From an optimization exercise on the open Yosys and OpenROAD flow, aimed at small area and a short achievable clock period; shortcuts taken in it are not production practice. RTL that was checked went through simulation tests only; none was proved equivalent to the original.

== lane 3 ==
==> flow/design.v <==
module thresholding(
    input wire clk, reset, enable,
    input wire signed [11 : 0] sig,
    output wire signed [11 : 0] y,
    output reg done,
    output reg [11 : 0] id
    );
localparam W = 13;
function lt_const11(input [10 : 0] a, input [10 : 0] k);
    integer i;
    reg r;
    begin
        r = 1'b0;
        for (i = 0; i < 11; i = i + 1)
            r = k[i] ? (~a[i] | r) : (~a[i] & r);
        lt_const11 = r;
    end
endfunction
function le_const17(input [16 : 0] a, input [16 : 0] k);
    integer i;
    reg r;
    begin
        r = 1'b1;
        for (i = 0; i < 17; i = i + 1)
            r = k[i] ? (~a[i] | r) : (~a[i] & r);
        le_const17 = r;
    end
endfunction
function [11 : 0] add_const12(input [11 : 0] a, input [11 : 0] k);
    integer i, j, m;
    reg c, t;
    begin
        for (i = 0; i < 12; i = i + 1) begin
            c = 1'b0;
            for (j = 0; j < i; j = j + 1) begin
                if (k[j]) begin
                    t = 1'b1;
                    for (m = i - 1; m > j; m = m - 1)
                        if (!k[m]) t = t & a[m];
                    t = t & a[j];
                    c = c | t;
                end
            end
            add_const12[i] = a[i] ^ k[i] ^ c;
        end
    end
endfunction
reg signed [11 : 0] d [0 : W - 1];    
reg [16 : 0] n;                       
reg first;                            
reg ysel;                             
wire idle = ~id[11] & (&id[10 : 0]);
wire working = ~idle;
reg [11 : 0] id_inc;
reg id_c;
integer k;
always @* begin
    id_c = 1'b1;
    for (k = 0; k < 12; k = k + 1) begin
        id_inc[k] = id[k] ^ id_c;
        id_c = id_c & id[k];
    end
end
wire [11 : 0] x = add_const12(sig, 12'd3138);                
wire wrapx = sig[11] & lt_const11(sig[10 : 0], 11'd958);      
wire [12 : 0] sp = {wrapx, ~sig[11], sig[10 : 0]};
wire f0 = le_const17(n, 17'd90902);           
wire fw = le_const17(n, 17'd65370);           
function cmp_ge(input [13 : 0] spf, input [16 : 0] nn, input f);
    reg [16 : 0] r0, r2, r3, l1c, s1, l2b, s2, cg, cp;
    reg [17 : 0] c1, c2;
    reg [15 : 0] tg, tp;
    integer lv, b;
    begin
        r0 = {3'b000, spf};
        r2 = {1'b0, spf, 2'b00};
        r3 = {spf, 3'b000};
        l1c = {r3[16 : 3], f, r3[1 : 0]};
        s1 = r0 ^ r2 ^ l1c;
        c1 = {(r0 & r2) | (r0 & l1c) | (r2 & l1c), 1'b0};
        l2b = {c1[16 : 3], f, f, f};
        s2 = s1 ^ l2b ^ nn;
        c2 = {(s1 & l2b) | (s1 & nn) | (l2b & nn), 1'b0};
        cg = s2 & c2[16 : 0];
        cp = s2 ^ c2[16 : 0];
        tg = cg[15 : 0];
        tp = cp[15 : 0];
        tg[0] = cg[0] | (cp[0] & f);
        for (lv = 1; lv < 5; lv = lv + 1)
            for (b = 0; b < (16 >> lv); b = b + 1) begin
                tg[b] = tg[2 * b + 1] | (tp[2 * b + 1] & tg[2 * b]);
                tp[b] = tp[2 * b + 1] & tp[2 * b];
            end
        cmp_ge = ~(cp[16] ^ tg[0]);
    end
endfunction
wire cond0 = cmp_ge({1'b0, fw, ~sig[11], sig[10 : 0]}, n, f0);
wire cond1 = cmp_ge({fw, ~fw, ~sig[11], sig[10 : 0]}, n, f0);
wire cond = wrapx ? cond1 : cond0;
wire late = ~id[11] & ((|id[10 : 4]) | (id[3] & id[2]));
wire valid = ~first | late;
wire [11 : 0] d12b = valid ? {~d[W - 1][11], d[W - 1][10 : 0]} : 12'h800;
localparam [16 : 0] KU = 17'd123839;
wire [16 : 0] ea = n ^ {5'd0, d12b} ^ KU;
wire [17 : 0] eb = {(n & {5'd0, d12b}) | (n & KU) | ({5'd0, d12b} & KU), 1'b0};
wire [16 : 0] nsp = {4'b0000, ~sp};
wire [16 : 0] ua = ea ^ eb[16 : 0] ^ nsp;
wire [17 : 0] ub = {(ea & eb[16 : 0]) | (ea & nsp) | (eb[16 : 0] & nsp), 1'b0};
wire [16 : 0] n_next = ua + ub[16 : 0];
assign y = ysel ? d[0] : 12'sd0;
integer j;
always @(posedge clk) begin
    if (working) begin
        for (j = 1; j < W; j = j + 1)
            d[j] <= d[j - 1];
        d[0] <= x;
    end
    if (reset) begin
        n <= 17'd90902;
        first <= 1'b1;
        done <= 1'b0;
        id <= 12'd2047;
    end else begin
        done <= working;
        if (working) begin
            id <= id_inc;
            n <= n_next;
            if (late)
                first <= 1'b0;
        end else begin
            id <= {enable, 11'h7ff};
        end
    end
    ysel <= cond;
end
endmodule
==> flow/config.mk <==
export PLATFORM = sky130hd
export DESIGN_NAME = thresholding
export DESIGN_NICKNAME = thresholding
export VERILOG_FILES = /design/flow/design.v
export SDC_FILE = /design/flow/constraint.sdc
export NUM_CORES = 4
export LEC_CHECK = 0
export CAP_MARGIN = 20
export CORE_MARGIN = 2
export CORE_UTILIZATION = 40
export CTS_BUF_LIST = sky130_fd_sc_hd__clkbuf_8
export SLEW_MARGIN = 20
==> flow/constraint.sdc <==
create_clock -name core_clock -period 14.0 [get_ports {clk}]
set_input_delay 2.8000 -clock core_clock [delete_from_list [all_inputs] [get_ports {clk}]]
set_output_delay 2.8000 -clock core_clock [all_outputs]
set_load 0.01 [all_outputs]
standard.sh (not shown) runs the stock make flow with config.mk's settings and CLKGATE_MAP_FILE= SYNTH_SCRIPT=/design/flow/synth_recipe.tcl, a recipe that flattens the netlist after the stock synthesis.
==> flow/flow/run.sh <==
#!/bin/bash
set -euo pipefail
bash standard.sh "BUFFER_PORTS_ARGS=-buffer_cell sky130_fd_sc_hd__buf_2" SETUP_SLACK_MARGIN=9.0 finish > standard.log 2>&1
## Diff of input files: lane 1 against lane 3
--- a/flow/design.v
+++ b/flow/design.v
@@ -43,15 +43,15 @@
             end
             add_const12[i] = a[i] ^ k[i] ^ c;
         end
     end
 endfunction
 reg signed [11 : 0] d [0 : W - 1];    
-reg [16 : 0] n;                       
+reg [16 : 0] m;                       
 reg first;                            
-reg ysel;                             
+reg [7 : 0] grp;                      
 wire idle = ~id[11] & (&id[10 : 0]);
 wire working = ~idle;
 reg [11 : 0] id_inc;
 reg id_c;
 integer k;
 always @* begin
@@ -60,16 +60,20 @@
         id_inc[k] = id[k] ^ id_c;
         id_c = id_c & id[k];
     end
 end
 wire [11 : 0] x = add_const12(sig, 12'd3138);                
 wire wrapx = sig[11] & lt_const11(sig[10 : 0], 11'd958);      
-wire [12 : 0] sp = {wrapx, ~sig[11], sig[10 : 0]};
+wire [16 : 0] n = m + {{5{~d[0][11]}}, ~d[0]} + 17'd1;       
 wire f0 = le_const17(n, 17'd90902);           
 wire fw = le_const17(n, 17'd65370);           
-function cmp_ge(input [13 : 0] spf, input [16 : 0] nn, input f);
+wire late = ~id[11] & ((|id[10 : 4]) | (id[3] & id[2]));
+wire valid = ~first | late;
+wire [11 : 0] d12 = valid ? d[W - 1] : 12'd0;
+wire [16 : 0] m_next = n + {{5{d12[11]}}, d12};
+function [7 : 0] cmp_grp(input [13 : 0] spf, input [16 : 0] nn, input f);
     reg [16 : 0] r0, r2, r3, l1c, s1, l2b, s2, cg, cp;
     reg [17 : 0] c1, c2;
     reg [15 : 0] tg, tp;
     integer lv, b;
     begin
         r0 = {3'b000, spf};
@@ -83,54 +87,48 @@
         c2 = {(s1 & l2b) | (s1 & nn) | (l2b & nn), 1'b0};
         cg = s2 & c2[16 : 0];
         cp = s2 ^ c2[16 : 0];
         tg = cg[15 : 0];
         tp = cp[15 : 0];
         tg[0] = cg[0] | (cp[0] & f);
-        for (lv = 1; lv < 5; lv = lv + 1)
+        for (lv = 1; lv < 3; lv = lv + 1)
             for (b = 0; b < (16 >> lv); b = b + 1) begin
                 tg[b] = tg[2 * b + 1] | (tp[2 * b + 1] & tg[2 * b]);
                 tp[b] = tp[2 * b + 1] & tp[2 * b];
             end
-        cmp_ge = ~(cp[16] ^ tg[0]);
+        cmp_grp = {cp[16], tg[3], tp[3], tg[2], tp[2], tg[1], tp[1], tg[0]};
     end
 endfunction
-wire cond0 = cmp_ge({1'b0, fw, ~sig[11], sig[10 : 0]}, n, f0);
-wire cond1 = cmp_ge({fw, ~fw, ~sig[11], sig[10 : 0]}, n, f0);
-wire cond = wrapx ? cond1 : cond0;
-wire late = ~id[11] & ((|id[10 : 4]) | (id[3] & id[2]));
-wire valid = ~first | late;
-wire [11 : 0] d12b = valid ? {~d[W - 1][11], d[W - 1][10 : 0]} : 12'h800;
-localparam [16 : 0] KU = 17'd123839;
-wire [16 : 0] ea = n ^ {5'd0, d12b} ^ KU;
-wire [17 : 0] eb = {(n & {5'd0, d12b}) | (n & KU) | ({5'd0, d12b} & KU), 1'b0};
-wire [16 : 0] nsp = {4'b0000, ~sp};
-wire [16 : 0] ua = ea ^ eb[16 : 0] ^ nsp;
-wire [17 : 0] ub = {(ea & eb[16 : 0]) | (ea & nsp) | (eb[16 : 0] & nsp), 1'b0};
-wire [16 : 0] n_next = ua + ub[16 : 0];
+wire [7 : 0] grp0 = cmp_grp({1'b0, fw, ~sig[11], sig[10 : 0]}, n, f0);
+wire [7 : 0] grp1 = cmp_grp({fw, ~fw, ~sig[11], sig[10 : 0]}, n, f0);
+wire c16 = grp[6] | (grp[5] & (grp[4] | (grp[3] & (grp[2] | (grp[1] & grp[0])))));
+wire ysel = ~(grp[7] ^ c16);
 assign y = ysel ? d[0] : 12'sd0;
 integer j;
 always @(posedge clk) begin
     if (working) begin
         for (j = 1; j < W; j = j + 1)
             d[j] <= d[j - 1];
+    end
+    if (reset)
+        d[0] <= 12'sd0;
+    else if (working)
         d[0] <= x;
-    end
     if (reset) begin
-        n <= 17'd90902;
+        m <= 17'd90902;
         first <= 1'b1;
         done <= 1'b0;
         id <= 12'd2047;
     end else begin
         done <= working;
         if (working) begin
             id <= id_inc;
-            n <= n_next;
+            m <= m_next;
             if (late)
                 first <= 1'b0;
         end else begin
             id <= {enable, 11'h7ff};
         end
     end
-    ysel <= cond;
+    grp <= wrapx ? grp1 : grp0;
 end
 endmodule
- Routed wire in lane 1 totals more than in lane 3.
- | post-placement worst setup slack | lane 1 vs lane 3 | 340 ps higher |
- Between lane 1 and lane 3, the difference in worst clock skew is negligible.
- Lane 1 — proportion of layout cells with a drive suffix above 1 6.0 points lower, lane 3 as reference
- Compared with lane 3, in lane 1 synthesized cell count +about 20%; count of fill cells added during filler insertion +315.
No functional check of the RTL was part of lane 1.

[afterwards: timing with drivers on the ports]
How much do the figures lean on ideal ports? The routed layouts below were timed once more, with nothing changed but the port constraints. Step 1 assumes that a clkbuf_16 drives the clock port and a buf_2 every other input. Step 2 times the ports against the registers' clock, not the clock port: input delays grow and output delays shrink by t, the midpoint of the rising clock arrivals with the driver on. Slacks: ideal / step 1 / step 2; pairs: ideal / step 1.
run	shift t [ns]	setup WS [ns]	worst setup path after step 2	worst data-port slew with drivers (ns)	cell pins on the clock port's net
lane 3	0.487	8.940 / 8.895 / 8.407	input to register	0.11	1
lane 1	0.504	9.119 / 9.079 / 8.831	input to register	0.05	1
After both steps setup and hold are still met in every run listed. For lane 3, which loses most, drivers alone change the setup slack by -0.045 ns; drivers and shift together by -0.533 ns.
